Context: an optimization exercise on an open-source flow, tuned for small area, a short achievable clock period and few clock cycles. The choices shown serve that exercise and are no tape-out recipe. No run shown here included a check of the RTL's function; only the layout flow was run.

### flow/run.sh
#!/bin/bash
# synth_recipe.tcl (not shown) runs the flow's synth.tcl, then flattens the netlist and writes it again
# the make line also repeats each setting of config.mk as NAME=value (left out here)
make -C /OpenROAD-flow-scripts/flow DESIGN_CONFIG=/design/flow/config.mk WORK_HOME=/design/flow/orfs CLKGATE_MAP_FILE= SYNTH_SCRIPT=/design/flow/synth_recipe.tcl finish
### flow/config.mk
export PLATFORM = sky130hd
export DESIGN_NAME = fft
export DESIGN_NICKNAME = fft
export VERILOG_FILES = /design/flow/design.v
export SDC_FILE = /design/flow/constraint.sdc
export NUM_CORES = 4
export LEC_CHECK = 0
export CAP_MARGIN = 20
export CORE_MARGIN = 2
export CORE_UTILIZATION = 40
export CTS_CLUSTER_DIAMETER = 60
export CTS_CLUSTER_SIZE = 30
export SETUP_SLACK_MARGIN = 5.0
export SLEW_MARGIN = 20
### flow/constraint.sdc
create_clock -name core_clock -period 8.0 [get_ports {clk}]
set_input_delay 1.6000 -clock core_clock [delete_from_list [all_inputs] [get_ports {clk}]]
set_output_delay 1.6000 -clock core_clock [all_outputs]
set_load 0.01 [all_outputs]
### flow/design.v
module cmul (
	input             clk,
	input      [15:0] x,
	input      [5:0]  idx,
	output reg [15:0] r0,
	output reg [15:0] r1,
	output reg [15:0] r2,
	output reg [15:0] i0,
	output reg [15:0] i1,
	output reg [15:0] i2
);
	reg  [7:0] xr, xi;
	reg  [3:0] wr_neg, wr_one, wr_two, wi_neg, wi_one, wi_two, wn_neg;
	wire [3:0] wn_one = wi_one;
	wire [3:0] wn_two = wi_two;
	wire [7:0] kr_k, ki_k;
	genvar gk;
	generate
		for (gk = 0; gk < 4; gk = gk + 1) begin : g_k
			assign kr_k[2*gk]   = wr_neg[gk] ^ wn_neg[gk];
			assign kr_k[2*gk+1] = wr_neg[gk] & wn_neg[gk];
			assign ki_k[2*gk]   = wr_neg[gk] ^ wi_neg[gk];
			assign ki_k[2*gk+1] = wr_neg[gk] & wi_neg[gk];
		end
	endgenerate
	reg  [27:0] rom;
	always @(*)
		case (idx)
			6'd0: rom = 28'b0001000110000000000000000000;    
			6'd1: rom = 28'b0001000110000011001000010000;    
			6'd2: rom = 28'b0001000010010100011000000010;    
			6'd3: rom = 28'b0001000010010110011100000001;    
			6'd4: rom = 28'b0010001110000101000101100010;    
			6'd5: rom = 28'b0011001110000100000101000001;    
			6'd6: rom = 28'b0011001010011011101101000100;    
			6'd7: rom = 28'b0010000010101000111100000111;    
			6'd8: rom = 28'b0100011110001001110100000100;    
			6'd9: rom = 28'b0101011110001011111000010100;    
			6'd10: rom = 28'b0100010010001000101000000010;    
			6'd11: rom = 28'b0110011110001001100100000000;    
			6'd12: rom = 28'b0111011010011010100100100001;    
			6'd13: rom = 28'b0101000011111100111000000010;    
			6'd14: rom = 28'b0101001011011101110100000000;    
			6'd15: rom = 28'b0001100001011111111100000000;    
			6'd16: rom = 28'b0011101001011101100001110010;    
			6'd17: rom = 28'b0000111100001101101001010010;    
			6'd18: rom = 28'b0000110100001001000011010100;    
			6'd19: rom = 28'b0010111000001011001011010100;    
			6'd20: rom = 28'b0001100100101001010010110110;    
			6'd21: rom = 28'b0000100100001001011110000110;    
			6'd22: rom = 28'b0010101000001000010010000100;    
			6'd23: rom = 28'b0101110000111010011110000101;    
			6'd24: rom = 28'b0100110100001011011110000100;    
			6'd25: rom = 28'b0111111100001010010010100100;    
			6'd26: rom = 28'b0100101101001001000010110010;    
			6'd27: rom = 28'b0001000101001000001110000011;    
			6'd28: rom = 28'b0010000101101001001110000010;    
			6'd29: rom = 28'b0001011100001001001010010010;    
			6'd30: rom = 28'b0010011000001001001010010010;    
			6'd31: rom = 28'b0001000000111000000110000001;    
			6'd32: rom = 28'b0000000000001000000110000001;    
			6'd33: rom = 28'b0011001000011000000110000001;    
			6'd34: rom = 28'b0100011000001001001010010010;    
			6'd35: rom = 28'b0110011100001001001010010010;    
			6'd36: rom = 28'b0101000101101001001110000010;    
			6'd37: rom = 28'b0100000101001000001110000011;    
			6'd38: rom = 28'b1011101101001001000010110010;    
			6'd39: rom = 28'b1000111100001010010010100100;    
			6'd40: rom = 28'b1001110100001011011110000100;    
			6'd41: rom = 28'b1011111000011010011110000101;    
			6'd42: rom = 28'b1000101000001000010010000100;    
			6'd43: rom = 28'b1001100100001001011110000110;    
			6'd44: rom = 28'b1010100100101001010010110110;    
			6'd45: rom = 28'b1100111000001011001011010100;    
			6'd46: rom = 28'b1101110100001001000011010100;    
			6'd47: rom = 28'b1111111100001101101001010010;    
			6'd48: rom = 28'b1101100001111101100001110010;    
			6'd49: rom = 28'b1101101001011111111100000000;    
			6'd50: rom = 28'b1001000011011101110100000000;    
			6'd51: rom = 28'b1011001011011100111000000010;    
			6'd52: rom = 28'b1001010010111010100100100001;    
			6'd53: rom = 28'b1001011110001001100100000000;    
			6'd54: rom = 28'b1000010010001000101000000010;    
			6'd55: rom = 28'b1010011110001011111000010100;    
			6'd56: rom = 28'b1011011110001001110100000100;    
			6'd57: rom = 28'b1010010010101000111100000111;    
			6'd58: rom = 28'b1001000010111011101101000100;    
			6'd59: rom = 28'b1000001110000100000101000001;    
			6'd60: rom = 28'b1001001110000101000101100010;    
			6'd61: rom = 28'b1001001010010110011100000001;    
			6'd62: rom = 28'b1001001010010100011000000010;    
			6'd63: rom = 28'b1000000110000011001000010000;    
			default: rom = 28'd0;
		endcase
	always @(posedge clk) begin
		xr <= x[15:8];
		xi <= x[7:0];
		{wr_neg, wr_one, wr_two, wi_neg, wi_one, wi_two, wn_neg} <= rom;
	end
	wire t1 = ((wr_one[0] & xr[0]) ^ wr_neg[0]);
	wire t2 = (((wr_one[0] & xr[1]) | (wr_two[0] & xr[0])) ^ wr_neg[0]);
	wire t3 = (((wr_one[0] & xr[2]) | (wr_two[0] & xr[1])) ^ wr_neg[0]);
	wire t4 = (((wr_one[0] & xr[3]) | (wr_two[0] & xr[2])) ^ wr_neg[0]);
	wire t5 = (((wr_one[0] & xr[4]) | (wr_two[0] & xr[3])) ^ wr_neg[0]);
	wire t6 = (((wr_one[0] & xr[5]) | (wr_two[0] & xr[4])) ^ wr_neg[0]);
	wire t7 = (((wr_one[0] & xr[6]) | (wr_two[0] & xr[5])) ^ wr_neg[0]);
	wire t8 = (((wr_one[0] & xr[7]) | (wr_two[0] & xr[6])) ^ wr_neg[0]);
	wire t9 = ~(((wr_one[0] & xr[7]) | (wr_two[0] & xr[7])) ^ wr_neg[0]);
	wire t10 = ((wr_one[1] & xr[0]) ^ wr_neg[1]);
	wire t11 = (((wr_one[1] & xr[1]) | (wr_two[1] & xr[0])) ^ wr_neg[1]);
	wire t12 = (((wr_one[1] & xr[2]) | (wr_two[1] & xr[1])) ^ wr_neg[1]);
	wire t13 = (((wr_one[1] & xr[3]) | (wr_two[1] & xr[2])) ^ wr_neg[1]);
	wire t14 = (((wr_one[1] & xr[4]) | (wr_two[1] & xr[3])) ^ wr_neg[1]);
	wire t15 = (((wr_one[1] & xr[5]) | (wr_two[1] & xr[4])) ^ wr_neg[1]);
	wire t16 = (((wr_one[1] & xr[6]) | (wr_two[1] & xr[5])) ^ wr_neg[1]);
	wire t17 = (((wr_one[1] & xr[7]) | (wr_two[1] & xr[6])) ^ wr_neg[1]);
	wire t18 = ~(((wr_one[1] & xr[7]) | (wr_two[1] & xr[7])) ^ wr_neg[1]);
	wire t19 = ((wr_one[2] & xr[0]) ^ wr_neg[2]);
	wire t20 = (((wr_one[2] & xr[1]) | (wr_two[2] & xr[0])) ^ wr_neg[2]);
	wire t21 = (((wr_one[2] & xr[2]) | (wr_two[2] & xr[1])) ^ wr_neg[2]);
	wire t22 = (((wr_one[2] & xr[3]) | (wr_two[2] & xr[2])) ^ wr_neg[2]);
	wire t23 = (((wr_one[2] & xr[4]) | (wr_two[2] & xr[3])) ^ wr_neg[2]);
	wire t24 = (((wr_one[2] & xr[5]) | (wr_two[2] & xr[4])) ^ wr_neg[2]);
	wire t25 = (((wr_one[2] & xr[6]) | (wr_two[2] & xr[5])) ^ wr_neg[2]);
	wire t26 = (((wr_one[2] & xr[7]) | (wr_two[2] & xr[6])) ^ wr_neg[2]);
	wire t27 = ~(((wr_one[2] & xr[7]) | (wr_two[2] & xr[7])) ^ wr_neg[2]);
	wire t28 = ((wr_one[3] & xr[0]) ^ wr_neg[3]);
	wire t29 = (((wr_one[3] & xr[1]) | (wr_two[3] & xr[0])) ^ wr_neg[3]);
	wire t30 = (((wr_one[3] & xr[2]) | (wr_two[3] & xr[1])) ^ wr_neg[3]);
	wire t31 = (((wr_one[3] & xr[3]) | (wr_two[3] & xr[2])) ^ wr_neg[3]);
	wire t32 = (((wr_one[3] & xr[4]) | (wr_two[3] & xr[3])) ^ wr_neg[3]);
	wire t33 = (((wr_one[3] & xr[5]) | (wr_two[3] & xr[4])) ^ wr_neg[3]);
	wire t34 = (((wr_one[3] & xr[6]) | (wr_two[3] & xr[5])) ^ wr_neg[3]);
	wire t35 = (((wr_one[3] & xr[7]) | (wr_two[3] & xr[6])) ^ wr_neg[3]);
	wire t36 = ~(((wr_one[3] & xr[7]) | (wr_two[3] & xr[7])) ^ wr_neg[3]);
	wire t37 = ((wn_one[0] & xi[0]) ^ wn_neg[0]);
	wire t38 = (((wn_one[0] & xi[1]) | (wn_two[0] & xi[0])) ^ wn_neg[0]);
	wire t39 = (((wn_one[0] & xi[2]) | (wn_two[0] & xi[1])) ^ wn_neg[0]);
	wire t40 = (((wn_one[0] & xi[3]) | (wn_two[0] & xi[2])) ^ wn_neg[0]);
	wire t41 = (((wn_one[0] & xi[4]) | (wn_two[0] & xi[3])) ^ wn_neg[0]);
	wire t42 = (((wn_one[0] & xi[5]) | (wn_two[0] & xi[4])) ^ wn_neg[0]);
	wire t43 = (((wn_one[0] & xi[6]) | (wn_two[0] & xi[5])) ^ wn_neg[0]);
	wire t44 = (((wn_one[0] & xi[7]) | (wn_two[0] & xi[6])) ^ wn_neg[0]);
	wire t45 = ~(((wn_one[0] & xi[7]) | (wn_two[0] & xi[7])) ^ wn_neg[0]);
	wire t46 = ((wn_one[1] & xi[0]) ^ wn_neg[1]);
	wire t47 = (((wn_one[1] & xi[1]) | (wn_two[1] & xi[0])) ^ wn_neg[1]);
	wire t48 = (((wn_one[1] & xi[2]) | (wn_two[1] & xi[1])) ^ wn_neg[1]);
	wire t49 = (((wn_one[1] & xi[3]) | (wn_two[1] & xi[2])) ^ wn_neg[1]);
	wire t50 = (((wn_one[1] & xi[4]) | (wn_two[1] & xi[3])) ^ wn_neg[1]);
	wire t51 = (((wn_one[1] & xi[5]) | (wn_two[1] & xi[4])) ^ wn_neg[1]);
	wire t52 = (((wn_one[1] & xi[6]) | (wn_two[1] & xi[5])) ^ wn_neg[1]);
	wire t53 = (((wn_one[1] & xi[7]) | (wn_two[1] & xi[6])) ^ wn_neg[1]);
	wire t54 = ~(((wn_one[1] & xi[7]) | (wn_two[1] & xi[7])) ^ wn_neg[1]);
	wire t55 = ((wn_one[2] & xi[0]) ^ wn_neg[2]);
	wire t56 = (((wn_one[2] & xi[1]) | (wn_two[2] & xi[0])) ^ wn_neg[2]);
	wire t57 = (((wn_one[2] & xi[2]) | (wn_two[2] & xi[1])) ^ wn_neg[2]);
	wire t58 = (((wn_one[2] & xi[3]) | (wn_two[2] & xi[2])) ^ wn_neg[2]);
	wire t59 = (((wn_one[2] & xi[4]) | (wn_two[2] & xi[3])) ^ wn_neg[2]);
	wire t60 = (((wn_one[2] & xi[5]) | (wn_two[2] & xi[4])) ^ wn_neg[2]);
	wire t61 = (((wn_one[2] & xi[6]) | (wn_two[2] & xi[5])) ^ wn_neg[2]);
	wire t62 = (((wn_one[2] & xi[7]) | (wn_two[2] & xi[6])) ^ wn_neg[2]);
	wire t63 = ~(((wn_one[2] & xi[7]) | (wn_two[2] & xi[7])) ^ wn_neg[2]);
	wire t64 = ((wn_one[3] & xi[0]) ^ wn_neg[3]);
	wire t65 = (((wn_one[3] & xi[1]) | (wn_two[3] & xi[0])) ^ wn_neg[3]);
	wire t66 = (((wn_one[3] & xi[2]) | (wn_two[3] & xi[1])) ^ wn_neg[3]);
	wire t67 = (((wn_one[3] & xi[3]) | (wn_two[3] & xi[2])) ^ wn_neg[3]);
	wire t68 = (((wn_one[3] & xi[4]) | (wn_two[3] & xi[3])) ^ wn_neg[3]);
	wire t69 = (((wn_one[3] & xi[5]) | (wn_two[3] & xi[4])) ^ wn_neg[3]);
	wire t70 = (((wn_one[3] & xi[6]) | (wn_two[3] & xi[5])) ^ wn_neg[3]);
	wire t71 = (((wn_one[3] & xi[7]) | (wn_two[3] & xi[6])) ^ wn_neg[3]);
	wire t72 = ~(((wn_one[3] & xi[7]) | (wn_two[3] & xi[7])) ^ wn_neg[3]);
	wire t73 = t5 ^ t12;
	wire t74 = t5 & t12;
	wire t75 = t6 ^ t13 ^ t20;
	wire t76 = (t6 & t13) | (t6 & t20) | (t13 & t20);
	wire t77 = t7 ^ t14 ^ t21;
	wire t78 = (t7 & t14) | (t7 & t21) | (t14 & t21);
	wire t79 = t28 ^ t43 ^ t50;
	wire t80 = (t28 & t43) | (t28 & t50) | (t43 & t50);
	wire t81 = t8 ^ t15 ^ t22;
	wire t82 = (t8 & t15) | (t8 & t22) | (t15 & t22);
	wire t83 = t29 ^ t44 ^ t51;
	wire t84 = (t29 & t44) | (t29 & t51) | (t44 & t51);
	wire t85 = t58 ^ t65;
	wire t86 = t58 & t65;
	wire t87 = t9 ^ t16 ^ t23;
	wire t88 = (t9 & t16) | (t9 & t23) | (t16 & t23);
	wire t89 = t30 ^ t45 ^ t52;
	wire t90 = (t30 & t45) | (t30 & t52) | (t45 & t52);
	wire t91 = t59 ^ t66;
	wire t92 = t59 & t66;
	wire t93 = t17 ^ t24 ^ t31;
	wire t94 = (t17 & t24) | (t17 & t31) | (t24 & t31);
	wire t95 = t53 ^ t60 ^ t67;
	wire t96 = (t53 & t60) | (t53 & t67) | (t60 & t67);
	wire t97 = t18 ^ t25 ^ t32;
	wire t98 = (t18 & t25) | (t18 & t32) | (t25 & t32);
	wire t99 = t54 ^ t61;
	wire t100 = t54 & t61;
	wire t101 = t3 ^ t10;
	wire t102 = t3 & t10;
	wire t103 = t4 ^ t11 ^ t40;
	wire t104 = (t4 & t11) | (t4 & t40) | (t11 & t40);
	wire t105 = t73 ^ t19 ^ t41;
	wire t106 = (t73 & t19) | (t73 & t41) | (t19 & t41);
	wire t107 = t48 ^ t55;
	wire t108 = t48 & t55;
	wire t109 = t75 ^ t42 ^ t49;
	wire t110 = (t75 & t42) | (t75 & t49) | (t42 & t49);
	wire t111 = t56 ^ kr_k[5] ^ t74;
	wire t112 = (t56 & kr_k[5]) | (t56 & t74) | (kr_k[5] & t74);
	wire t113 = t77 ^ t79 ^ t57;
	wire t114 = (t77 & t79) | (t77 & t57) | (t79 & t57);
	wire t115 = t64 ^ kr_k[6] ^ t76;
	wire t116 = (t64 & kr_k[6]) | (t64 & t76) | (kr_k[6] & t76);
	wire t117 = t81 ^ t83 ^ t85;
	wire t118 = (t81 & t83) | (t81 & t85) | (t83 & t85);
	wire t119 = kr_k[7] ^ t78 ^ t80;
	wire t120 = (kr_k[7] & t78) | (kr_k[7] & t80) | (t78 & t80);
	wire t121 = t87 ^ t89 ^ t91;
	wire t122 = (t87 & t89) | (t87 & t91) | (t89 & t91);
	wire t123 = t82 ^ t84 ^ t86;
	wire t124 = (t82 & t84) | (t82 & t86) | (t84 & t86);
	wire t125 = t93 ^ t95 ^ 1'b1;
	wire t126 = (t93 & t95) | (t93 & 1'b1) | (t95 & 1'b1);
	wire t127 = t88 ^ t90 ^ t92;
	wire t128 = (t88 & t90) | (t88 & t92) | (t90 & t92);
	wire t129 = t97 ^ t99 ^ t68;
	wire t130 = (t97 & t99) | (t97 & t68) | (t99 & t68);
	wire t131 = 1'b1 ^ t94 ^ t96;
	wire t132 = (1'b1 & t94) | (1'b1 & t96) | (t94 & t96);
	wire t133 = t26 ^ t33 ^ t62;
	wire t134 = (t26 & t33) | (t26 & t62) | (t33 & t62);
	wire t135 = t69 ^ t98 ^ t100;
	wire t136 = (t69 & t98) | (t69 & t100) | (t98 & t100);
	wire t137 = t27 ^ t34 ^ t63;
	wire t138 = (t27 & t34) | (t27 & t63) | (t34 & t63);
	wire t139 = t70 ^ 1'b1;
	wire t140 = t70 & 1'b1;
	wire t141 = t101 ^ t39;
	wire t142 = t101 & t39;
	wire t143 = t103 ^ t47 ^ kr_k[3];
	wire t144 = (t103 & t47) | (t103 & kr_k[3]) | (t47 & kr_k[3]);
	wire t145 = t105 ^ t107 ^ kr_k[4];
	wire t146 = (t105 & t107) | (t105 & kr_k[4]) | (t107 & kr_k[4]);
	wire t147 = t109 ^ t111 ^ t106;
	wire t148 = (t109 & t111) | (t109 & t106) | (t111 & t106);
	wire t149 = t113 ^ t115 ^ t110;
	wire t150 = (t113 & t115) | (t113 & t110) | (t115 & t110);
	wire t151 = t117 ^ t119 ^ t114;
	wire t152 = (t117 & t119) | (t117 & t114) | (t119 & t114);
	wire t153 = t121 ^ t123 ^ t118;
	wire t154 = (t121 & t123) | (t121 & t118) | (t123 & t118);
	wire t155 = t125 ^ t127 ^ t122;
	wire t156 = (t125 & t127) | (t125 & t122) | (t127 & t122);
	wire t157 = t129 ^ t131 ^ t126;
	wire t158 = (t129 & t131) | (t129 & t126) | (t131 & t126);
	wire t159 = t133 ^ t135 ^ t130;
	wire t160 = (t133 & t135) | (t133 & t130) | (t135 & t130);
	wire t161 = t137 ^ t139 ^ t134;
	wire t162 = (t137 & t139) | (t137 & t134) | (t139 & t134);
	wire t163 = t35 ^ t71 ^ t138;
	wire t164 = (t35 & t71) | (t35 & t138) | (t71 & t138);
	wire t165 = t36 ^ t72;
	wire t166 = t36 & t72;
	wire t167 = ((wr_one[0] & xi[0]) ^ wr_neg[0]);
	wire t168 = (((wr_one[0] & xi[1]) | (wr_two[0] & xi[0])) ^ wr_neg[0]);
	wire t169 = (((wr_one[0] & xi[2]) | (wr_two[0] & xi[1])) ^ wr_neg[0]);
	wire t170 = (((wr_one[0] & xi[3]) | (wr_two[0] & xi[2])) ^ wr_neg[0]);
	wire t171 = (((wr_one[0] & xi[4]) | (wr_two[0] & xi[3])) ^ wr_neg[0]);
	wire t172 = (((wr_one[0] & xi[5]) | (wr_two[0] & xi[4])) ^ wr_neg[0]);
	wire t173 = (((wr_one[0] & xi[6]) | (wr_two[0] & xi[5])) ^ wr_neg[0]);
	wire t174 = (((wr_one[0] & xi[7]) | (wr_two[0] & xi[6])) ^ wr_neg[0]);
	wire t175 = ~(((wr_one[0] & xi[7]) | (wr_two[0] & xi[7])) ^ wr_neg[0]);
	wire t176 = ((wr_one[1] & xi[0]) ^ wr_neg[1]);
	wire t177 = (((wr_one[1] & xi[1]) | (wr_two[1] & xi[0])) ^ wr_neg[1]);
	wire t178 = (((wr_one[1] & xi[2]) | (wr_two[1] & xi[1])) ^ wr_neg[1]);
	wire t179 = (((wr_one[1] & xi[3]) | (wr_two[1] & xi[2])) ^ wr_neg[1]);
	wire t180 = (((wr_one[1] & xi[4]) | (wr_two[1] & xi[3])) ^ wr_neg[1]);
	wire t181 = (((wr_one[1] & xi[5]) | (wr_two[1] & xi[4])) ^ wr_neg[1]);
	wire t182 = (((wr_one[1] & xi[6]) | (wr_two[1] & xi[5])) ^ wr_neg[1]);
	wire t183 = (((wr_one[1] & xi[7]) | (wr_two[1] & xi[6])) ^ wr_neg[1]);
	wire t184 = ~(((wr_one[1] & xi[7]) | (wr_two[1] & xi[7])) ^ wr_neg[1]);
	wire t185 = ((wr_one[2] & xi[0]) ^ wr_neg[2]);
	wire t186 = (((wr_one[2] & xi[1]) | (wr_two[2] & xi[0])) ^ wr_neg[2]);
	wire t187 = (((wr_one[2] & xi[2]) | (wr_two[2] & xi[1])) ^ wr_neg[2]);
	wire t188 = (((wr_one[2] & xi[3]) | (wr_two[2] & xi[2])) ^ wr_neg[2]);
	wire t189 = (((wr_one[2] & xi[4]) | (wr_two[2] & xi[3])) ^ wr_neg[2]);
	wire t190 = (((wr_one[2] & xi[5]) | (wr_two[2] & xi[4])) ^ wr_neg[2]);
	wire t191 = (((wr_one[2] & xi[6]) | (wr_two[2] & xi[5])) ^ wr_neg[2]);
	wire t192 = (((wr_one[2] & xi[7]) | (wr_two[2] & xi[6])) ^ wr_neg[2]);
	wire t193 = ~(((wr_one[2] & xi[7]) | (wr_two[2] & xi[7])) ^ wr_neg[2]);
	wire t194 = ((wr_one[3] & xi[0]) ^ wr_neg[3]);
	wire t195 = (((wr_one[3] & xi[1]) | (wr_two[3] & xi[0])) ^ wr_neg[3]);
	wire t196 = (((wr_one[3] & xi[2]) | (wr_two[3] & xi[1])) ^ wr_neg[3]);
	wire t197 = (((wr_one[3] & xi[3]) | (wr_two[3] & xi[2])) ^ wr_neg[3]);
	wire t198 = (((wr_one[3] & xi[4]) | (wr_two[3] & xi[3])) ^ wr_neg[3]);
	wire t199 = (((wr_one[3] & xi[5]) | (wr_two[3] & xi[4])) ^ wr_neg[3]);
	wire t200 = (((wr_one[3] & xi[6]) | (wr_two[3] & xi[5])) ^ wr_neg[3]);
	wire t201 = (((wr_one[3] & xi[7]) | (wr_two[3] & xi[6])) ^ wr_neg[3]);
	wire t202 = ~(((wr_one[3] & xi[7]) | (wr_two[3] & xi[7])) ^ wr_neg[3]);
	wire t203 = ((wi_one[0] & xr[0]) ^ wi_neg[0]);
	wire t204 = (((wi_one[0] & xr[1]) | (wi_two[0] & xr[0])) ^ wi_neg[0]);
	wire t205 = (((wi_one[0] & xr[2]) | (wi_two[0] & xr[1])) ^ wi_neg[0]);
	wire t206 = (((wi_one[0] & xr[3]) | (wi_two[0] & xr[2])) ^ wi_neg[0]);
	wire t207 = (((wi_one[0] & xr[4]) | (wi_two[0] & xr[3])) ^ wi_neg[0]);
	wire t208 = (((wi_one[0] & xr[5]) | (wi_two[0] & xr[4])) ^ wi_neg[0]);
	wire t209 = (((wi_one[0] & xr[6]) | (wi_two[0] & xr[5])) ^ wi_neg[0]);
	wire t210 = (((wi_one[0] & xr[7]) | (wi_two[0] & xr[6])) ^ wi_neg[0]);
	wire t211 = ~(((wi_one[0] & xr[7]) | (wi_two[0] & xr[7])) ^ wi_neg[0]);
	wire t212 = ((wi_one[1] & xr[0]) ^ wi_neg[1]);
	wire t213 = (((wi_one[1] & xr[1]) | (wi_two[1] & xr[0])) ^ wi_neg[1]);
	wire t214 = (((wi_one[1] & xr[2]) | (wi_two[1] & xr[1])) ^ wi_neg[1]);
	wire t215 = (((wi_one[1] & xr[3]) | (wi_two[1] & xr[2])) ^ wi_neg[1]);
	wire t216 = (((wi_one[1] & xr[4]) | (wi_two[1] & xr[3])) ^ wi_neg[1]);
	wire t217 = (((wi_one[1] & xr[5]) | (wi_two[1] & xr[4])) ^ wi_neg[1]);
	wire t218 = (((wi_one[1] & xr[6]) | (wi_two[1] & xr[5])) ^ wi_neg[1]);
	wire t219 = (((wi_one[1] & xr[7]) | (wi_two[1] & xr[6])) ^ wi_neg[1]);
	wire t220 = ~(((wi_one[1] & xr[7]) | (wi_two[1] & xr[7])) ^ wi_neg[1]);
	wire t221 = ((wi_one[2] & xr[0]) ^ wi_neg[2]);
	wire t222 = (((wi_one[2] & xr[1]) | (wi_two[2] & xr[0])) ^ wi_neg[2]);
	wire t223 = (((wi_one[2] & xr[2]) | (wi_two[2] & xr[1])) ^ wi_neg[2]);
	wire t224 = (((wi_one[2] & xr[3]) | (wi_two[2] & xr[2])) ^ wi_neg[2]);
	wire t225 = (((wi_one[2] & xr[4]) | (wi_two[2] & xr[3])) ^ wi_neg[2]);
	wire t226 = (((wi_one[2] & xr[5]) | (wi_two[2] & xr[4])) ^ wi_neg[2]);
	wire t227 = (((wi_one[2] & xr[6]) | (wi_two[2] & xr[5])) ^ wi_neg[2]);
	wire t228 = (((wi_one[2] & xr[7]) | (wi_two[2] & xr[6])) ^ wi_neg[2]);
	wire t229 = ~(((wi_one[2] & xr[7]) | (wi_two[2] & xr[7])) ^ wi_neg[2]);
	wire t230 = ((wi_one[3] & xr[0]) ^ wi_neg[3]);
	wire t231 = (((wi_one[3] & xr[1]) | (wi_two[3] & xr[0])) ^ wi_neg[3]);
	wire t232 = (((wi_one[3] & xr[2]) | (wi_two[3] & xr[1])) ^ wi_neg[3]);
	wire t233 = (((wi_one[3] & xr[3]) | (wi_two[3] & xr[2])) ^ wi_neg[3]);
	wire t234 = (((wi_one[3] & xr[4]) | (wi_two[3] & xr[3])) ^ wi_neg[3]);
	wire t235 = (((wi_one[3] & xr[5]) | (wi_two[3] & xr[4])) ^ wi_neg[3]);
	wire t236 = (((wi_one[3] & xr[6]) | (wi_two[3] & xr[5])) ^ wi_neg[3]);
	wire t237 = (((wi_one[3] & xr[7]) | (wi_two[3] & xr[6])) ^ wi_neg[3]);
	wire t238 = ~(((wi_one[3] & xr[7]) | (wi_two[3] & xr[7])) ^ wi_neg[3]);
	wire t239 = t171 ^ t178;
	wire t240 = t171 & t178;
	wire t241 = t172 ^ t179 ^ t186;
	wire t242 = (t172 & t179) | (t172 & t186) | (t179 & t186);
	wire t243 = t173 ^ t180 ^ t187;
	wire t244 = (t173 & t180) | (t173 & t187) | (t180 & t187);
	wire t245 = t194 ^ t209 ^ t216;
	wire t246 = (t194 & t209) | (t194 & t216) | (t209 & t216);
	wire t247 = t174 ^ t181 ^ t188;
	wire t248 = (t174 & t181) | (t174 & t188) | (t181 & t188);
	wire t249 = t195 ^ t210 ^ t217;
	wire t250 = (t195 & t210) | (t195 & t217) | (t210 & t217);
	wire t251 = t224 ^ t231;
	wire t252 = t224 & t231;
	wire t253 = t175 ^ t182 ^ t189;
	wire t254 = (t175 & t182) | (t175 & t189) | (t182 & t189);
	wire t255 = t196 ^ t211 ^ t218;
	wire t256 = (t196 & t211) | (t196 & t218) | (t211 & t218);
	wire t257 = t225 ^ t232;
	wire t258 = t225 & t232;
	wire t259 = t183 ^ t190 ^ t197;
	wire t260 = (t183 & t190) | (t183 & t197) | (t190 & t197);
	wire t261 = t219 ^ t226 ^ t233;
	wire t262 = (t219 & t226) | (t219 & t233) | (t226 & t233);
	wire t263 = t184 ^ t191 ^ t198;
	wire t264 = (t184 & t191) | (t184 & t198) | (t191 & t198);
	wire t265 = t220 ^ t227;
	wire t266 = t220 & t227;
	wire t267 = t169 ^ t176;
	wire t268 = t169 & t176;
	wire t269 = t170 ^ t177 ^ t206;
	wire t270 = (t170 & t177) | (t170 & t206) | (t177 & t206);
	wire t271 = t239 ^ t185 ^ t207;
	wire t272 = (t239 & t185) | (t239 & t207) | (t185 & t207);
	wire t273 = t214 ^ t221;
	wire t274 = t214 & t221;
	wire t275 = t241 ^ t208 ^ t215;
	wire t276 = (t241 & t208) | (t241 & t215) | (t208 & t215);
	wire t277 = t222 ^ ki_k[5] ^ t240;
	wire t278 = (t222 & ki_k[5]) | (t222 & t240) | (ki_k[5] & t240);
	wire t279 = t243 ^ t245 ^ t223;
	wire t280 = (t243 & t245) | (t243 & t223) | (t245 & t223);
	wire t281 = t230 ^ ki_k[6] ^ t242;
	wire t282 = (t230 & ki_k[6]) | (t230 & t242) | (ki_k[6] & t242);
	wire t283 = t247 ^ t249 ^ t251;
	wire t284 = (t247 & t249) | (t247 & t251) | (t249 & t251);
	wire t285 = ki_k[7] ^ t244 ^ t246;
	wire t286 = (ki_k[7] & t244) | (ki_k[7] & t246) | (t244 & t246);
	wire t287 = t253 ^ t255 ^ t257;
	wire t288 = (t253 & t255) | (t253 & t257) | (t255 & t257);
	wire t289 = t248 ^ t250 ^ t252;
	wire t290 = (t248 & t250) | (t248 & t252) | (t250 & t252);
	wire t291 = t259 ^ t261 ^ 1'b1;
	wire t292 = (t259 & t261) | (t259 & 1'b1) | (t261 & 1'b1);
	wire t293 = t254 ^ t256 ^ t258;
	wire t294 = (t254 & t256) | (t254 & t258) | (t256 & t258);
	wire t295 = t263 ^ t265 ^ t234;
	wire t296 = (t263 & t265) | (t263 & t234) | (t265 & t234);
	wire t297 = 1'b1 ^ t260 ^ t262;
	wire t298 = (1'b1 & t260) | (1'b1 & t262) | (t260 & t262);
	wire t299 = t192 ^ t199 ^ t228;
	wire t300 = (t192 & t199) | (t192 & t228) | (t199 & t228);
	wire t301 = t235 ^ t264 ^ t266;
	wire t302 = (t235 & t264) | (t235 & t266) | (t264 & t266);
	wire t303 = t193 ^ t200 ^ t229;
	wire t304 = (t193 & t200) | (t193 & t229) | (t200 & t229);
	wire t305 = t236 ^ 1'b1;
	wire t306 = t236 & 1'b1;
	wire t307 = t267 ^ t205;
	wire t308 = t267 & t205;
	wire t309 = t269 ^ t213 ^ ki_k[3];
	wire t310 = (t269 & t213) | (t269 & ki_k[3]) | (t213 & ki_k[3]);
	wire t311 = t271 ^ t273 ^ ki_k[4];
	wire t312 = (t271 & t273) | (t271 & ki_k[4]) | (t273 & ki_k[4]);
	wire t313 = t275 ^ t277 ^ t272;
	wire t314 = (t275 & t277) | (t275 & t272) | (t277 & t272);
	wire t315 = t279 ^ t281 ^ t276;
	wire t316 = (t279 & t281) | (t279 & t276) | (t281 & t276);
	wire t317 = t283 ^ t285 ^ t280;
	wire t318 = (t283 & t285) | (t283 & t280) | (t285 & t280);
	wire t319 = t287 ^ t289 ^ t284;
	wire t320 = (t287 & t289) | (t287 & t284) | (t289 & t284);
	wire t321 = t291 ^ t293 ^ t288;
	wire t322 = (t291 & t293) | (t291 & t288) | (t293 & t288);
	wire t323 = t295 ^ t297 ^ t292;
	wire t324 = (t295 & t297) | (t295 & t292) | (t297 & t292);
	wire t325 = t299 ^ t301 ^ t296;
	wire t326 = (t299 & t301) | (t299 & t296) | (t301 & t296);
	wire t327 = t303 ^ t305 ^ t300;
	wire t328 = (t303 & t305) | (t303 & t300) | (t305 & t300);
	wire t329 = t201 ^ t237 ^ t304;
	wire t330 = (t201 & t237) | (t201 & t304) | (t237 & t304);
	wire t331 = t202 ^ t238;
	wire t332 = t202 & t238;
	always @(posedge clk) begin
		r0 <= {t166, t165, t163, t161, t159, t157, t155, t153, t151, t149, t147, t145, t143, t141, t2, t1};
		r1 <= {1'b0, 1'b1, t140, t136, t132, t128, t124, t120, t116, t112, t108, t104, t102, t46, t38, t37};
		r2 <= {1'b0, t164, t162, t160, t158, t156, t154, t152, t150, t148, t146, t144, t142, kr_k[2], kr_k[1], kr_k[0]};
		i0 <= {t332, t331, t329, t327, t325, t323, t321, t319, t317, t315, t313, t311, t309, t307, t168, t167};
		i1 <= {1'b0, 1'b1, t306, t302, t298, t294, t290, t286, t282, t278, t274, t270, t268, t212, t204, t203};
		i2 <= {1'b0, t330, t328, t326, t324, t322, t320, t318, t316, t314, t312, t310, t308, ki_k[2], ki_k[1], ki_k[0]};
	end
endmodule
module butterfly_ra2 #(parameter S = 3) (
	input             clk,
	input             inj,
	input             osel,
	input      [15:0] r0,
	input      [15:0] r1,
	input      [15:0] r2,
	input      [15:0] i0,
	input      [15:0] i1,
	input      [15:0] i2,
	input      [15:0] xin,
	output     [15:0] xout
);
	localparam D = 1 << S;
	localparam L = D + 3;
	reg  [16*L-1:0] sr;                  
	reg  [8:0]      r9, i9;
	wire [15:0] rs = r0 ^ r1 ^ r2;
	wire [15:0] rc = {((r0 & r1) | (r0 & r2) | (r1 & r2)), 1'b0};
	wire [15:0] is = i0 ^ i1 ^ i2;
	wire [15:0] ic = {((i0 & i1) | (i0 & i2) | (i1 & i2)), 1'b0};
	wire [15:0] rel = rs + rc;
	wire [15:0] img = is + ic;
	wire [15:0] x1 = sr[16*L-1 -: 16];
	wire [8:0]  p = {x1[15], x1[15:8]} + r9;
	wire [8:0]  u = {x1[15], x1[15:8]} - r9;
	wire [8:0]  q = {x1[7], x1[7:0]} + i9;
	wire [8:0]  v = {x1[7], x1[7:0]} - i9;
	integer k;
	always @(posedge clk) begin
		r9 <= rel[15:7];
		i9 <= img[15:7];
		sr[15:0] <= xin;
		for (k = 1; k < L; k = k + 1)
			sr[16*k +: 16] <= (k == 3 && inj) ? {u[8:1], v[8:1]} : sr[16*(k-1) +: 16];
	end
	assign xout = osel ? x1 : {p[8:1], q[8:1]};
endmodule
module bf_s0 (
	input             clk,
	input             inj,
	input             osel,
	input      [7:0]  xin,
	output     [7:0]  xout
);
	function automatic [8:0] mul127(input [7:0] x);
		begin
			if (x == 8'h80)
				mul127 = 9'h181;                     
			else if (!x[7] && x != 8'd0)
				mul127 = {1'b0, x} - 9'd1;           
			else
				mul127 = {x[7], x};                  
		end
	endfunction
	reg  [7:0] r0, r1;           
	reg  [7:0] ar, br;           
	wire [8:0] r9 = mul127(xin);
	wire [8:0] p = {r0[7], r0} + r9;
	wire [8:0] u = {r0[7], r0} - r9;
	always @(posedge clk) begin
		r0 <= xin;
		r1 <= inj ? br : r0;
		ar <= p[8:1];
		br <= u[8:1];
	end
	assign xout = osel ? r1 : ar;
endmodule
module bf_s1 (
	input             clk,
	input             lo,
	input             inj,
	input             osel,
	input      [7:0]  xin,
	output     [15:0] xout
);
	function automatic [8:0] mul127(input [7:0] x);
		begin
			if (x == 8'h80)
				mul127 = 9'h181;                     
			else if (!x[7] && x != 8'd0)
				mul127 = {1'b0, x} - 9'd1;           
			else
				mul127 = {x[7], x};                  
		end
	endfunction
	function automatic [8:0] mul127n(input [7:0] x);
		begin
			if (x[7])
				mul127n = 9'd0 - {x[7], x} - 9'd1;   
			else
				mul127n = 9'd0 - {1'b0, x};          
		end
	endfunction
	reg  [7:0]  r0, r1;
	reg  [15:0] r2, r3;
	reg  [8:0]  r9r, i9r;
	reg  [15:0] ar, br;
	wire [7:0] x1 = r2[15:8];    
	wire [8:0] p = {x1[7], x1} + r9r;
	wire [8:0] u = {x1[7], x1} - r9r;
	wire [8:0] v = 9'd0 - i9r;
	always @(posedge clk) begin
		r0 <= xin;
		r1 <= r0;
		r2 <= inj ? br : {r1, 8'd0};
		r3 <= r2;
		r9r <= lo ? 9'd0 : mul127(xin);
		i9r <= lo ? mul127n(xin) : 9'd0;
		ar <= {p[8:1], i9r[8:1]};
		br <= {u[8:1], v[8:1]};
	end
	assign xout = osel ? r3 : ar;
endmodule
module cmul2 (
	input             clk,
	input      [15:0] x,
	input      [1:0]  lo,
	output reg [15:0] r0,
	output reg [15:0] r1,
	output     [15:0] r2,
	output reg [15:0] i0,
	output reg [15:0] i1,
	output     [15:0] i2
);
	reg  [9:0] ra, ib;           
	reg  [1:0] lr;
	wire [9:0] xr10 = {{2{x[15]}}, x[15:8]};
	wire [9:0] xi10 = {{2{x[7]}}, x[7:0]};
	wire [9:0] s = xr10 + xi10;
	wire [9:0] d = xi10 - xr10;
	reg  [9:0] ra_n, ib_n;
	always @(*)
		case (lo)
			2'd0: begin ra_n = xr10; ib_n = xi10; end
			2'd1: begin ra_n = s;    ib_n = d;    end
			2'd2: begin ra_n = xi10; ib_n = xr10; end
			default: begin ra_n = d; ib_n = s;    end
		endcase
	wire [15:0] a = {{6{ra[9]}}, ra};
	wire [15:0] b = {{6{ib[9]}}, ib};
	wire        k90 = lr[0];
	wire [15:0] ra1 = k90 ? a << 6 : a << 7;
	wire [15:0] ra2 = k90 ? a << 4 : ~a;
	wire [15:0] ra3 = k90 ? a << 3 : 16'd0;
	wire [15:0] ra4 = k90 ? a << 1 : 16'd0;
	reg  [15:0] ib1, ib2, ib3, ib4;
	always @(*)
		case (lr)
			2'd0: begin ib1 = b << 7;    ib2 = ~b;     ib3 = 16'd0;  ib4 = 16'd0;      end
			2'd1: begin ib1 = b << 6;    ib2 = b << 4; ib3 = b << 3; ib4 = b << 1;     end
			2'd2: begin ib1 = ~(b << 7); ib2 = b;      ib3 = 16'd0;  ib4 = 16'd0;      end
			default: begin ib1 = ~(b << 7); ib2 = b << 5; ib3 = b << 3; ib4 = ~(b << 1); end
		endcase
	wire [15:0] rs1 = ra1 ^ ra2 ^ ra3;
	wire [15:0] rc1 = {((ra1 & ra2) | (ra1 & ra3) | (ra2 & ra3)), ~k90};
	wire [15:0] is1 = ib1 ^ ib2 ^ ib3;
	wire [15:0] ic1 = {((ib1 & ib2) | (ib1 & ib3) | (ib2 & ib3)), lr != 2'd1};
	always @(posedge clk) begin
		ra <= ra_n;
		ib <= ib_n;
		lr <= lo;
		r0 <= rs1 ^ rc1 ^ ra4;
		r1 <= {((rs1 & rc1) | (rs1 & ra4) | (rc1 & ra4)), 1'b0};
		i0 <= is1 ^ ic1 ^ ib4;
		i1 <= {((is1 & ic1) | (is1 & ib4) | (ic1 & ib4)), lr == 2'd3};
	end
	assign r2 = 16'd0;
	assign i2 = 16'd0;
endmodule
module ram128 (
	input             clk,
	input             modeA,
	input             modeB,
	input             modeC,
	input             bypA,
	input             bypB,
	input             bypC,
	input      [7:0]  din,           
	output     [7:0]  dout,          
	input             inj,
	input             osel,
	input      [15:0] r0,            
	input      [15:0] r1,
	input      [15:0] r2,
	input      [15:0] i0,            
	input      [15:0] i1,
	input      [15:0] i2,
	input      [15:0] xin,
	output     [15:0] xout
);
	localparam D = 64;
	localparam L = D + 3;
	reg  [8*L-1:0] re;               
	reg  [8*L-1:0] im;
	wire [7:0] a_last = re[8*62 +: 8];
	wire [7:0] b_last = im[8*39 +: 8];
	wire [7:0] c_last = im[8*51 +: 8];
	wire [7:0] s_a = bypA ? din : a_last;
	wire [7:0] s_b = bypB ? s_a : b_last;
	assign dout = bypC ? s_b : c_last;
	reg  [8:0]  r9, i9;
	wire [15:0] rs = r0 ^ r1 ^ r2;
	wire [15:0] rc = {((r0 & r1) | (r0 & r2) | (r1 & r2)), 1'b0};
	wire [15:0] is = i0 ^ i1 ^ i2;
	wire [15:0] ic = {((i0 & i1) | (i0 & i2) | (i1 & i2)), 1'b0};
	wire [15:0] rel = rs + rc;
	wire [15:0] img = is + ic;
	wire [7:0] x1r = re[8*L-1 -: 8];
	wire [7:0] x1i = im[8*L-1 -: 8];
	wire [8:0] p = {x1r[7], x1r} + r9;
	wire [8:0] u = {x1r[7], x1r} - r9;
	wire [8:0] q = {x1i[7], x1i} + i9;
	wire [8:0] v = {x1i[7], x1i} - i9;
	integer k;
	always @(posedge clk) begin
		re[7:0] <= modeA ? (bypA ? a_last : din) : xin[15:8];
		im[7:0] <= xin[7:0];
		for (k = 1; k < L; k = k + 1) begin
			if (k == 3 && inj) begin
				re[8*k +: 8] <= u[8:1];
				im[8*k +: 8] <= v[8:1];
			end else begin
				re[8*k +: 8] <= re[8*(k-1) +: 8];
				if (k == 10 && modeB)
					im[8*k +: 8] <= bypB ? b_last : s_a;
				else if (k == 40 && modeC)
					im[8*k +: 8] <= bypC ? c_last : s_b;
				else
					im[8*k +: 8] <= im[8*(k-1) +: 8];
			end
		end
	end
	always @(posedge clk) begin
		r9 <= rel[15:7];
		i9 <= img[15:7];
	end
	assign xout = osel ? {x1r, x1i} : {p[8:1], q[8:1]};
endmodule
module wnp (
	input      [5:0]  address,
	output reg [15:0] q
);
	always @(*)
		case (address)
      6'd0: q = 16'h7f00;
      6'd1: q = 16'h7ffa;
      6'd2: q = 16'h7ef4;
      6'd3: q = 16'h7eed;
      6'd4: q = 16'h7de7;
      6'd5: q = 16'h7be1;
      6'd6: q = 16'h7adb;
      6'd7: q = 16'h78d5;
      6'd8: q = 16'h75cf;
      6'd9: q = 16'h73ca;
      6'd10: q = 16'h70c4;
      6'd11: q = 16'h6dbf;
      6'd12: q = 16'h6ab9;
      6'd13: q = 16'h66b4;
      6'd14: q = 16'h62af;
      6'd15: q = 16'h5eab;
      6'd16: q = 16'h5aa6;
      6'd17: q = 16'h55a2;
      6'd18: q = 16'h519e;
      6'd19: q = 16'h4c9a;
      6'd20: q = 16'h4796;
      6'd21: q = 16'h4193;
      6'd22: q = 16'h3c90;
      6'd23: q = 16'h368d;
      6'd24: q = 16'h318b;
      6'd25: q = 16'h2b88;
      6'd26: q = 16'h2586;
      6'd27: q = 16'h1f85;
      6'd28: q = 16'h1983;
      6'd29: q = 16'h1382;
      6'd30: q = 16'h0c82;
      6'd31: q = 16'h0681;
      6'd32: q = 16'h0081;
      6'd33: q = 16'hfa81;
      6'd34: q = 16'hf482;
      6'd35: q = 16'hed82;
      6'd36: q = 16'he783;
      6'd37: q = 16'he185;
      6'd38: q = 16'hdb86;
      6'd39: q = 16'hd588;
      6'd40: q = 16'hcf8b;
      6'd41: q = 16'hca8d;
      6'd42: q = 16'hc490;
      6'd43: q = 16'hbf93;
      6'd44: q = 16'hb996;
      6'd45: q = 16'hb49a;
      6'd46: q = 16'haf9e;
      6'd47: q = 16'haba2;
      6'd48: q = 16'ha6a6;
      6'd49: q = 16'ha2ab;
      6'd50: q = 16'h9eaf;
      6'd51: q = 16'h9ab4;
      6'd52: q = 16'h96b9;
      6'd53: q = 16'h93bf;
      6'd54: q = 16'h90c4;
      6'd55: q = 16'h8dca;
      6'd56: q = 16'h8bcf;
      6'd57: q = 16'h88d5;
      6'd58: q = 16'h86db;
      6'd59: q = 16'h85e1;
      6'd60: q = 16'h83e7;
      6'd61: q = 16'h82ed;
      6'd62: q = 16'h82f4;
      6'd63: q = 16'h81fa;
			default: q = 16'h0000;
		endcase
endmodule
module fft(
	rst_n,
	clk,
	data1,
	fft_go,
	fft_done,
	fft_res
);
	input rst_n;
	input clk;
	input signed [7:0] data1;
	input fft_go;
	output reg fft_done;
	output reg [15:0] fft_res;
	localparam [8:0] OUT0 = 9'd255;              
	localparam [8:0] LAST = OUT0 + 9'd127;       
	reg        run;
	reg  [8:0] cnt;
	always @(posedge clk or negedge rst_n)
		if (!rst_n) begin
			run <= 1'b0;
			cnt <= 9'd0;
		end else if (fft_go) begin
			run <= 1'b1;
			cnt <= 9'd1;
		end else if (run) begin
			cnt <= cnt + 9'd1;
			if (cnt == LAST)
				run <= 1'b0;
		end
	always @(posedge clk)
		fft_done <= run & ~fft_go & (cnt >= OUT0 - 9'd1) & (cnt <= LAST - 9'd1);
	reg  bypA, bypB, bypC, modeA, modeB, modeC;
	reg  inj0, osel0, lo1, inj1, osel1, inj2, osel2;
	reg  [1:0] lo2;
	reg  inj3, osel3, inj4, osel4, inj5, osel5, inj6, osel6, sel6;
	reg  [5:0] tw3, tw4, tw5, tw6;
	wire [6:0] c7 = cnt[6:0];
	wire [6:0] pA = c7 - 7'd2;       
	wire [6:0] pB = c7 - 7'd65;
	wire [6:0] pC = c7 - 7'd95;
	wire [6:0] j0 = c7 - 7'd109, q0 = c7 - 7'd110;      
	wire [6:0] p1 = c7 - 7'd110, j1 = c7 - 7'd112, q1 = c7 - 7'd114;
	wire [6:0] p2 = c7 - 7'd114, j2 = c7 - 7'd117, q2 = c7 - 7'd121;
	wire [6:0] p3 = c7 - 7'd121, j3 = c7 - 7'd124, q3 = c7 - 7'd132;
	wire [6:0] p4 = c7 - 7'd132, j4 = c7 - 7'd135, q4 = c7 - 7'd151;
	wire [6:0] p5 = c7 - 7'd151, j5 = c7 - 7'd154, q5 = c7 - 7'd186;
	wire [6:0] p6 = c7 - 7'd186, j6 = c7 - 7'd189, q6 = c7 - 7'd253;
	always @(posedge clk) begin
		bypA <= pA[6] & ~pA[0];
		bypB <= pB[5] & ~pB[1];
		bypC <= pC[4] & ~pC[2];
		modeA <= cnt <= 9'd129;
		modeB <= cnt <= 9'd192;
		modeC <= cnt <= 9'd222;
		inj0 <= j0[0];  osel0 <= q0[0];
		lo1 <= p1[0];   inj1 <= j1[1];  osel1 <= q1[1];
		lo2 <= p2[1:0]; inj2 <= j2[2];  osel2 <= q2[2];
		tw3 <= {p3[2:0], 3'd0}; inj3 <= j3[3]; osel3 <= q3[3];
		tw4 <= {p4[3:0], 2'd0}; inj4 <= j4[4]; osel4 <= q4[4];
		tw5 <= {p5[4:0], 1'd0}; inj5 <= j5[5]; osel5 <= q5[5];
		tw6 <= p6[5:0];
		inj6 <= j6[6] & (cnt >= 9'd250);
		osel6 <= q6[6];
		sel6 <= cnt >= 9'd249;
	end
	reg  [7:0] sc;
	wire [7:0] sc_n;
	always @(posedge clk) begin
		sc <= sc_n;
	end
	wire [7:0]  s_0;
	wire [15:0] s_1, s_2, s_3, s_4, s_5, s_6;
	wire [15:0] r0a, r1a, r2a, i0a, i1a, i2a, r0b, r1b, r2b, i0b, i1b, i2b;
	wire [15:0] r0c, r1c, r2c, i0c, i1c, i2c;
	wire [15:0] r02, r12, r22, i02, i12, i22;
	bf_s0 st0(.clk(clk), .inj(inj0), .osel(osel0), .xin(sc), .xout(s_0));
	bf_s1 st1(.clk(clk), .lo(lo1), .inj(inj1), .osel(osel1), .xin(s_0), .xout(s_1));
	cmul2 mul2(.clk(clk), .x(s_1), .lo(lo2), .r0(r02), .r1(r12), .r2(r22), .i0(i02), .i1(i12), .i2(i22));
	butterfly_ra2 #(.S(2)) st2(.clk(clk), .inj(inj2), .osel(osel2), .r0(r02), .r1(r12), .r2(r22), .i0(i02), .i1(i12), .i2(i22), .xin(s_1), .xout(s_2));
	cmul mula(.clk(clk), .x(sel6 ? s_5 : s_2), .idx(sel6 ? tw6 : tw3), .r0(r0a), .r1(r1a), .r2(r2a), .i0(i0a), .i1(i1a), .i2(i2a));
	cmul mulb(.clk(clk), .x(s_3), .idx(tw4), .r0(r0b), .r1(r1b), .r2(r2b), .i0(i0b), .i1(i1b), .i2(i2b));
	cmul mulc(.clk(clk), .x(s_4), .idx(tw5), .r0(r0c), .r1(r1c), .r2(r2c), .i0(i0c), .i1(i1c), .i2(i2c));
	butterfly_ra2 #(.S(3)) st3(.clk(clk), .inj(inj3), .osel(osel3), .r0(r0a), .r1(r1a), .r2(r2a), .i0(i0a), .i1(i1a), .i2(i2a), .xin(s_2), .xout(s_3));
	butterfly_ra2 #(.S(4)) st4(.clk(clk), .inj(inj4), .osel(osel4), .r0(r0b), .r1(r1b), .r2(r2b), .i0(i0b), .i1(i1b), .i2(i2b), .xin(s_3), .xout(s_4));
	butterfly_ra2 #(.S(5)) st5(.clk(clk), .inj(inj5), .osel(osel5), .r0(r0c), .r1(r1c), .r2(r2c), .i0(i0c), .i1(i1c), .i2(i2c), .xin(s_4), .xout(s_5));
	ram128 st6(.clk(clk), .modeA(modeA), .modeB(modeB), .modeC(modeC),
		.bypA(bypA), .bypB(bypB), .bypC(bypC), .din(data1), .dout(sc_n),
		.inj(inj6), .osel(osel6), .r0(r0a), .r1(r1a), .r2(r2a), .i0(i0a), .i1(i1a), .i2(i2a), .xin(s_5), .xout(s_6));
	always @(posedge clk)
		fft_res <= s_6;
endmodule
==> results.txt, run 1 <==
* Run status: no timing/DRC/antenna violations
* Worst R2R End: fft_res[12]
* CTS H-tree lvls at 4
* Design Area, Final at 0.106 mm^2
* Largest net degree at the start of global routing at 79
* Fmax at 314 MHz
* I/O pins at 28
* Layout area overhead at 10.6%
* Place WS at 4550 ps
* CP startpoint kind: flip-flop
* Critical path's slowest cell: o21ai_0
* CP endpoint kind: flip-flop
* RSZ-0062 raised after global routing: yes
* FF-to-FF setup slack at 4820 ps
* Worst hold path depth at 0
* Min-Delay Path Class: reg -> reg
* Total CTS buffers at 160
* Post-synthesis sequential area ratio at 0.613
* Worst Path Class, Setup: reg -> reg
* Synth Register Bits at 2937
* Number of synthesized flops with an enable pin at 0
* DP Area at between 0.09 and 0.1 mm^2
* Max-slew headroom at 0.0929
* Hold_sp: st4.sr[66]
* Die area at 0.244 mm^2
* YS warnings at 20
* Clock Sinks at 2937
* Clock Tree Buf Depth at 3
* RR Startpoint: st3.r9[1]
* Number of core rows at 179
* Worst path max stage delay at 1030 ps
* Pins Over Slew Limit at 0
* Max-capacitance violation count at 0
* Layout Nets at 8455
* Final worst path period share at 0.398
* Clk latency of the worst-skew pair at 850 ps
* # DRC at 0
* Mean Syn Cell Area at 12.4 um^2
* GP Congestion at 0.862
* Fill count at ~22000
* Root Buffer: clkbuf_16
* CORE AREA at 0.238 mm^2
* Final hold viol count at 0
* Initial antenna violation count at 11
* Die X at 494 um
* Layout cells sized above 1 at 0.0899
* Final setup margin at 4820 ps
* Crit path arrival time at 3810 ps
* DRT Pass-1 Iters at 6
* Vias in the first global route at 52200
* R2R depth at 8
* Post-Layout Cell Count at 10900
* Clk_skew at 54.8 ps
* Asr flop ratio synth at 0.00340
* First-pass GRT wire length at between 200000 and 300000 um
* Placed insts at 10600
* GRT Total Usage at 0.156
* Syn Inst Count at between 7000 and 8000
* Hold_buf cts at 0
* CTS tree: built
* Post-Synthesis Cell Area at 0.0960 mm^2
* Min cycle time layout at 3180 ps
* Worst EP required at about 8600 ps
* Final HPWL DP at about 130000 um
* Via/cell ratio at 4.70
* Initial DRC count at around 3200
* Netlist cell types at 77
* GRT overflow at 0
* CP max FO at 5
* Post-Route WL at around 190000 um
* Slew @ Worst Pin at ~1300 ps
* Antenna Nets Post-Route at 0
* Overall die height at 494 um
* Port Buffers at 27
* Setup TNS at 0 ps
* Cell chain of the critical path: inv_1 > ha_1 > o21bai_1 > a21oi_1 > o21bai_1 > a21oi_1 > xnor2_1 > o21ai_0
* Initial Utilization at 0.403
* Predominant post-synthesis flop cell: dfxtp_1
* DR vias at 51300
* Average routed wire per standard cell at 17.5 um
* Final setup vio count at 0
* WHS Endpoint: st4.sr[82]
* Clk slew on worst S/H paths at 90 ps
* WHS at 290 ps
==> worst max-delay path by stage <==
stage | startpoint | end | slack (ps) | cells after the start
floorplan | sc[5] | st0.br[7] | 4990 | 13
global placement | mulb.r2[2] | st4.r9[8] | 4310 | 12
detailed placement | mulc.r2[2] | st5.r9[8] | 4550 | 12
CTS | fft_done | fft_done | 4860 | 1
global route | sc[4] | st0.br[7] | 4810 | 14
finish | st3.r9[1] | fft_res[12] | 4820 | 8
==> layout by cell type (no fill, tap or decap), types with 12 or more instances in the layout <==
cell type / netlist / final
a21o_1: 82 / 82
a21oi_1: 263 / 251
a21oi_2: 0 / 12
a22o_1: 18 / 18
a22oi_1: 312 / 312
a31oi_1: 44 / 39
and2_1: 26 / 24
and3_1: 15 / 14
buf_2: 1 / 12
buf_4: 0 / 74
clkbuf_16: 0 / 160
clkinv_16: 0 / 31
clkinv_8: 0 / 20
dfxtp_1: 2927 / 2832
dfxtp_2: 0 / 86
fa_1: 353 / 351
ha_1: 466 / 457
inv_1: 548 / 543
inv_12: 0 / 12
mux2_2: 135 / 135
mux2i_1: 76 / 72
nand2_1: 295 / 293
nand2b_1: 50 / 49
nand3_1: 43 / 43
nand3b_1: 19 / 19
nor2_1: 241 / 240
nor2b_1: 56 / 55
nor3_1: 44 / 44
nor4b_1: 15 / 14
o211ai_1: 34 / 34
o21a_1: 17 / 17
o21ai_0: 302 / 291
o21bai_1: 72 / 71
or3_1: 18 / 18
or4_1: 16 / 15
xnor2_1: 464 / 462
xor2_1: 210 / 208
==> cell usage after synthesis, drive strengths merged (17+ instances only) <==
master / count / area (um^2)
a21o: 82 / 616
a21oi: 263 / 1320
a22o: 18 / 158
a22oi: 312 / 2340
a31oi: 44 / 275
and2: 26 / 163
buf: 25 / 95.1
clkbuf: 349 / 1310
dfxtp: 2927 / 58600
fa: 353 / 7070
ha: 466 / 5830
inv: 549 / 2060
mux2: 135 / 1520
mux2i: 76 / 761
nand2: 295 / 1110
nand2b: 50 / 313
nand3: 43 / 215
nand3b: 19 / 143
nor2: 241 / 905
nor2b: 56 / 350
nor3: 44 / 220
o211ai: 34 / 255
o21a: 17 / 128
o21ai: 304 / 1520
o21bai: 72 / 541
or3: 18 / 113
or4: 18 / 143
xnor2: 464 / 4060
xor2: 210 / 1840
==> cell families (layout without fill, tap and decap cells) <==
kind of cell	count (synthesis)	after routing	share of synthesized area
AOI/OAI and AO/OA	1260	1260	0.0847
xor gates and xnor gates	674	674	0.0615
adders and majority gates	825	825	0.135
buffers and inverters	927	931	0.0363
DFF	2937	2937	0.613
muxes	216	216	0.0249
other	2	8	0.0000783
and+or+nand+nor	889	889	0.0443
==> area by class of cell <==
class / instances / area (um^2) / area share
Inverter: 553 / 2080 / 0.0196
Clock buffer: 168 / 4060 / 0.0383
Antenna cell: 5 / 12.5 / 0.000118
Clock inverter: 104 / 2050 / 0.0193
Multi-Input combinational cell: 3867 / 34100 / 0.321
Sequential cell: 2937 / 59000 / 0.556
Tap cell: 3167 / 3960 / 0.0373
Timing Repair Buffer: 106 / 888 / 0.00837
==> registers in the layout, indices dropped and copies added (netlist names), 16 cells and up <==
register  flops
fft_res      16
mul2.i0      16
mul2.i1      16
mula.i0      16
mula.r0      16
mulb.i0      16
mulb.r0      16
mulc.i0      16
mulc.r0      16
st1.ar       16
st1.br       16
st1.r2       16
st1.r3       16
st2.sr      112
st3.sr      176
st4.sr      304
st5.sr      560
st6.im      536
st6.re      536
==> worst max-delay path, delay by kind of cell, from the launching register on <==
kind,cells,cell delay (ps)
AO/OA/AOI/OAI,5,1720
flip-flops,1,570
adder cells (fa/ha/maj),1,360
buffers and inverters,1,250
XOR/XNOR,1,100
==> per-stage QoR <==
step	util
after floorplan	-
after global placement	0.416
after detailed placement	0.417
after CTS	0.444
after global routing	0.445
final	0.445
==> repair_timing <==
item | CTS | global route
setup endpoints to repair | 128 | 99
setup buffers | 8 | 12
resized for setup | 189 | 84
gates cloned | 2 | 0
pin swaps | 13 | 38
==> routing by layer <==
metal | vias to the layer above | global-route usage | routed length, um | share of wire
met3 | 337 | 0.0266 | 9110 | 0.048
li1 | 25000 | - | - | -
met5 | - | 0 | 0 | 0
met2 | 1081 | 0.249 | 86400 | 0.45
met4 | 0 | 0.0535 | 6470 | 0.034
met1 | 24900 | 0.212 | 89100 | 0.47
==> run 2, diff against run 1 <==
--- a/flow/config.mk
+++ b/flow/config.mk
@@ -9,5 +9,6 @@
 export CORE_MARGIN = 2
-export CORE_UTILIZATION = 40
+export CORE_UTILIZATION = 48
 export CTS_CLUSTER_DIAMETER = 60
 export CTS_CLUSTER_SIZE = 30
+export PLACE_DENSITY = 0.62
 export SETUP_SLACK_MARGIN = 5.0
==> run 2 against run 1 <==
  * Worst setup slack improved by 110 ps
  * Critical endpoint is now st0.ar[7]
  * Clock skew decreased by 6.6 ps
==> results.txt, run 2 <==
* Clk_skew at a little under 50 ps
* DR vias at about 50000
* Mean Syn Cell Area at 12.4 um^2
* Clk slew on worst S/H paths at about 100 ps
* Initial antenna violation count at 10
* GRT overflow at 0
* Initial Utilization at 0.482
* Clk latency of the worst-skew pair at 840 ps
* Most common cell after layout, fill and taps aside: dfxtp_1
* Run status: no timing/DRC/antenna violations
* Vias in the first global route at 51900
* Final worst path period share at 0.384
* Number of core rows at 164
* Predominant post-synthesis flop cell: dfxtp_1
* Average routed wire per standard cell at 17.9 um
* Final HPWL DP at 126000 um
* # DRC at 0
* Layout cells sized above 1 at 0.0908
* Commonest cells in the netlist: 2927 x dfxtp_1, 548 x inv_1, 466 x ha_1, 464 x xnor2_1, 353 x fa_1
* RSZ-0062 raised after global routing: yes
* Largest registers: st5.sr (560), st6.im (536), st6.re (536)
* Most frequent cell after synthesis: dfxtp_1
* Antenna Nets Post-Route at 0
* Final setup vio count at 0
* Initial DRC count at 3237
* Most frequent cells in the layout: 2833 x dfxtp_1, 545 x inv_1, 462 x xnor2_1
* Clock Sinks at 2937
* Synth top area share at 0.611
* Worst Path Class, Setup: reg -> reg
* Slew @ Worst Pin at 1060 ps
* WHS at 304 ps
* DRT Pass-1 Iters at 6
* Die X at about 450 um
* Max-capacitance violation count at 0
* Via/cell ratio at 4.92
* Total CTS buffers at 163
* Port Buffers at 27
* CP endpoint kind: flip-flop
* Post-synthesis sequential area ratio at 0.613
* Min cycle time layout at 3070 ps
* Largest register FFs at 560
* Crit path arrival time at 3790 ps
* Largest register by flop count: st5.sr
* GRT Total Usage at 0.183
* CTS H-tree lvls at 4
* YS warnings at 20
* Die area at around 0.20 mm^2
* Overall die height at 451 um
* Root Buffer: clkbuf_16
* Largest net degree at the start of global routing at 79
* CORE AREA at 0.199 mm^2
* Netlist cell types at 77
* Fmax at 325 MHz
* Min-Delay Path Class: reg -> reg
* Post-Synthesis Cell Area at ~0.096 mm^2
* Max-slew headroom at 0.291
* Synth Register Bits at roughly 3000
* Layout Nets at 8457
* Fill count at roughly 17000
* Asr flop ratio synth at 0.00340
* Pins Over Slew Limit at 0
* Clock Tree Buf Depth at 3
* Worst EP required at 8710 ps
* I/O pins at 28
* Layout area overhead at 9.80%
* Syn Inst Count at between 7000 and 8000
* CP startpoint kind: flip-flop
* CTS tree: built
* Number of synthesized flops with an enable pin at 0
* Setup TNS at 0 ps
* Post-synth top area cell: dfxtp_1
* Final hold viol count at 0
* Top cells by area, synth: dfxtp_1 61%, fa_1 7.4%, ha_1 6.1%
* First-pass GRT wire length at 293000 um
* Hold_buf cts at 0
* CP max FO at 3
* Post-Route WL at ~190000 um
* GP Congestion at 0.868
## run 2: cell types whose count changed in the layout (fill, tap and decap cells not counted), moves of 4 or more
cell / previous run / this run
inv_12: 12 / 18
clkinv_8: 20 / 16
inv_6: 5 / 10
ha_4: 7 / 2
inv_16: 11 / 22
clkinv_16: 31 / 14
inv_8: 9 / 16
clkbuf_16: 160 / 166
## run 2: timing repair
item	4_1_cts	5_1_grt
pin swaps	19	34
setup endpoints to repair	132	99
setup buffers	13	9
gates resized for setup	182	76
cloned	1	1
## run 2: logic make-up after synthesis
| family | Yosys count | synth area share |
|---|---|---|
| muxes | 216 | 0.0249 |
| AOI/OAI and AO/OA | 1260 | 0.0847 |
| and+or+nand+nor | 889 | 0.0443 |
| buffers and inverters | 927 | 0.0363 |
| other | 2 | 0.0000783 |
| DFF | 2937 | 0.613 |
| xor gates and xnor gates | 674 | 0.0615 |
| adders and majority gates | 825 | 0.135 |
## run 2: layer usage
layer / up-vias / global-route usage / wire length, um
met4: 4 / 0.0627 / 5890
met5: - / 0 / 27
met3: 299 / 0.0290 / 8500
met1: 24800 / 0.245 / 85000
li1: 25100 / - / -
met2: 1115 / 0.300 / 87100
## run 2: final timing paths
| check | slack (ps) | start | cells after the start | end |
|---|---|---|---|---|
| setup / recovery | 4930 | sc[4] | 13 | st0.ar[7] |
| hold / removal | 300 | st2.sr[25] | 0 | st2.sr[41] |
| setup reg to reg | 4930 | sc[4] | 13 | st0.ar[7] |
| hold reg to reg | 300 | st2.sr[25] | 0 | st2.sr[41] |
| max in group asynchronous | 6480 | rst_n | 1 | cnt[2] |
| min in group asynchronous | 1140 | rst_n | 1 | run |
## run 2: per-stage QoR
| stage | std cells | area [um^2] | setup WS (ps) | util |
|---|---|---|---|---|
| 2_1_floorplan | 7731 | 96000 | 4990 | - |
| 3_3_place_gp | 10100 | 98600 | 4670 | 0.495 |
| 3_5_place_dp | 10100 | 98600 | 4660 | 0.495 |
| 4_1_cts | 10400 | 105000 | 4870 | 0.527 |
| 5_1_grt | 10400 | 105000 | 4740 | 0.529 |
| 6_report | 10400 | 105000 | 4930 | 0.529 |
## run 2: cell type report
type / instances / area, um^2 / share of cell area
sequential: 2937 / 59000 / 0.560
inverter: 553 / 2090 / 0.0198
tap: 2656 / 3320 / 0.0315
clock inverter: 115 / 1900 / 0.0180
clock buffer: 174 / 4180 / 0.0397
antenna: 7 / 17.5 / 0.000166
timing repair buffer: 105 / 866 / 0.00822
multi-input combinational: 3867 / 34000 / 0.323
## run 2: critical path, stage by stage (launching register included)
cell and delay (ps):
dfxtp_2 340, or4_4 560, nor2_4 120, mux2_4 300, o22a_1 230, buf_6 140
fa_2 340, o21bai_1 180, a21oi_2 90, o21bai_1 210, a21oi_2 90, o21bai_1 140
a21oi_1 100, xnor2_1 140

==> separate check: timing with driven ports <==
How much do the figures lean on ideal ports? The routed layouts below were timed once more, with nothing changed but the port constraints. Step 1 assumes that a clkbuf_16 drives the clock port and a buf_2 every other input. Step 2, shift: input delay + t, output delay - t, t = (earliest + latest rising clock arrival at the registers) / 2. This alone moves slack from input paths to output paths. Three values: no drivers, after step 1, after step 2; two values: the first two.
| run | t (ns) | setup WS [ns] | pins driven straight from the clock port |
|---|---|---|---|
| run 1 | 0.920 | 4.815 / 4.815 / 4.815 | 1 |
| run 2 | 0.903 | 4.926 / 4.926 / 4.630 | 1 |
After both steps setup and hold are still met in every run listed. For run 2, which loses most, drivers alone change the setup slack by 0.000 ns; drivers and shift together by -0.296 ns.
